From an optimization exercise on the open Yosys and OpenROAD flow, aimed at small area, a short achievable clock period and few clock cycles; shortcuts taken in it are not production practice.
Only simulation tests tie the RTL to the original design; equivalence was not proved.
Power is estimated from default activity; no workload was simulated.

run A:
==> flow/design.v (excerpt) <==
module proc ( 
   imem_addr, dmem_addr, dmem_wdata, dmem_wr, halt,
   clk, rst, imem_data, dmem_rdata
   );
   input wire clk;
   input wire rst;
   output wire [15:0] imem_addr;
   input wire [15:0]  imem_data;
   output wire [15:0] dmem_addr;
   output wire [15:0] dmem_wdata;
   output wire        dmem_wr;
   input wire [15:0]  dmem_rdata;
   output wire        halt;
   reg [15:0] pc;         
   reg [15:0] ir;         
   reg        ev;         
   reg        halted;
   reg [15:0] m_res, m_wdata;    
   reg        m_wr, m_ld, m_we;
   reg [2:0]  m_rd;
   wire [4:0] op = imem_data[15:11];
   wire [1:0] fn = imem_data[1:0];
   wire f_halt = (op == 5'b00000);
   wire f_jmp  = (op == 5'b00100) | (op == 5'b00110);    
   wire f_jrx  = (op == 5'b00101) | (op == 5'b00111);    
   wire f_link = (op == 5'b00110) | (op == 5'b00111);    
   wire f_alui = (op[4:2] == 3'b010);
   wire f_br   = (op[4:2] == 3'b011);
   wire f_st   = (op == 5'b10000) | (op == 5'b10011);    
   wire f_ld   = (op == 5'b10001);
   wire f_slbi = (op == 5'b10010);
   wire f_stu  = (op == 5'b10011);
   wire f_shi  = (op[4:2] == 3'b101);
   wire f_lbi  = (op == 5'b11000);
   wire f_btr  = (op == 5'b11001);
   wire f_shr  = (op == 5'b11010);
   wire f_alur = (op == 5'b11011);
   wire f_set  = (op[4:2] == 3'b111);
   wire [1:0] f_aop = f_alur ? fn : op[1:0];    
   wire f_alu = f_alui | f_alur;
   wire f_wr_rt = f_alui | f_shi;
   wire f_wr_rs = f_lbi | f_slbi | f_stu;
   wire f_wr_rd = f_btr | f_shr | f_alur | f_set;
   wire [2:0] f_dst = f_wr_rt ? imem_data[7:5] : f_wr_rs ? imem_data[10:8] :
                      f_wr_rd ? imem_data[4:2] : 3'd7;
   wire f_sx5 = (f_alui & ~op[1]) | (op[4:2] == 3'b100);    
   wire f_ihi = f_sx5 & imem_data[4];
  ...
clock: 12.0 ns
lec_check: 0
cap_margin: 20
core_margin: 2
core_utilization: 40
slew_margin: 20
standard.sh (not shown) runs the stock make flow with config.mk's settings and CLKGATE_MAP_FILE= SYNTH_SCRIPT=/design/flow/synth_recipe.tcl, a recipe that flattens the netlist after the stock synthesis.
==> flow/flow/run.sh <==
#!/bin/bash
# Own layout flow: the standard layout (standard.sh, unchanged synthesis,
# floorplan, power grid and routing), with two settings changed:
#  - the port buffers are buf_2 cells (the standard flow picks clkdlybuf4s50_1);
#  - timing repair aims for SETUP_MARGIN ns of setup slack at the design's
#    clock period (the constraints themselves are unchanged).
# The make output goes to flow_make.log; each ORFS step logs under orfs/logs.
set -euo pipefail
SETUP_MARGIN=$(cat flow/margin.txt)
bash standard.sh "BUFFER_PORTS_ARGS=-buffer_cell sky130_fd_sc_hd__buf_2" \
     "SETUP_SLACK_MARGIN=$SETUP_MARGIN" finish > flow_make.log 2>&1
==> flow/flow/margin.txt <==
8.5
Run A | status: complete | timing, DRC, antenna: pass
Testbench counts of run A, summed over its fixed seeds: cycles 68,275.
What run B does differently from run A at the input level:
# run A
export LEC_CHECK = 0
export CAP_MARGIN = 20
export CORE_MARGIN = 2
export CORE_UTILIZATION = 40
export SLEW_MARGIN = 20
create_clock -name core_clock -period 12.0 [get_ports {clk}]
# run B
export LEC_CHECK = 0
export CAP_MARGIN = 20
export CORE_MARGIN = 2
export CORE_UTILIZATION = 70
export SLEW_MARGIN = 20
create_clock -name core_clock -period 12.0 [get_ports {clk}]
==> flow/flow/margin.txt <==
8.25
Findings:
- Delta (run B minus run A): fraction of area in clock buffers and inverters has increased; final non-filler cell area has decreased.
- Against run A, run B comes in 4 higher on maximum fanout encountered on the critical timing path.
- Between run A and run B, delay contributed by the slowest stage of the critical path increased.
- For the register-to-register slack, run B came in 0.21 ns lower than run A did.
- Comparing run A and run B, area growth from synthesis to layout is higher on run A.
- Comparing run A and run B, the higher total design power is on run A.
- Of run A and run B, run A shows the lower post-route fraction of the period consumed by the critical path, with run B above it.
diff inputs: run B => run C
# run B
export LEC_CHECK = 0
export CAP_MARGIN = 20
export CORE_MARGIN = 2
export CORE_UTILIZATION = 70
export SLEW_MARGIN = 20
create_clock -name core_clock -period 12.0 [get_ports {clk}]
# run C
export LEC_CHECK = 0
export CAP_MARGIN = 20
export CORE_MARGIN = 2
export CORE_UTILIZATION = 40
export SLEW_MARGIN = 20
create_clock -name core_clock -period 12.0 [get_ports {clk}]
==> flow/flow/margin.txt <==
8.0
## What came out
Run C finished every stage and its layout cleared the timing, design-rule and antenna checks.
Comparing run B and run C, the higher number of gates resized after cts was measured on run B.
Against run B as the reference, run C delivers a higher wire length on met1.
On proportion of power drawn by the clock network: between run B and run C, it ends up lower for run B.

## afterwards: timing with drivers on the ports
In the flow no input, the clock included, has a driving cell. The finished layouts below were timed again as built, in two steps.
Step 1 (the two cells are an assumption about what drives the block):
set clk [get_ports {clk}]
set_driving_cell -lib_cell sky130_fd_sc_hd__clkbuf_16 $clk
set_driving_cell -lib_cell sky130_fd_sc_hd__buf_2 [delete_from_list [all_inputs] $clk]
Step 2 also shifts input and output timing later by t, the mid clock arrival at the registers, as if the neighbouring blocks saw the same clock.
Three values: ideal ports, drivers, drivers and shift; two values: the first two.
run	shift t [ns]	setup slack, ns	clock arrival spread, ns
run A	0.588	8.396 / 8.345 / 7.883	0.024 / 0.024
run B	0.583	8.186 / 8.138 / 7.687	0.030 / 0.029
run C	0.587	8.100 / 8.079 / 7.618	0.011 / 0.011
After both steps setup and hold are still met in every run listed. The setup slack of run A, which loses most, moves by -0.051 ns with the drivers and by -0.513 ns with both steps.
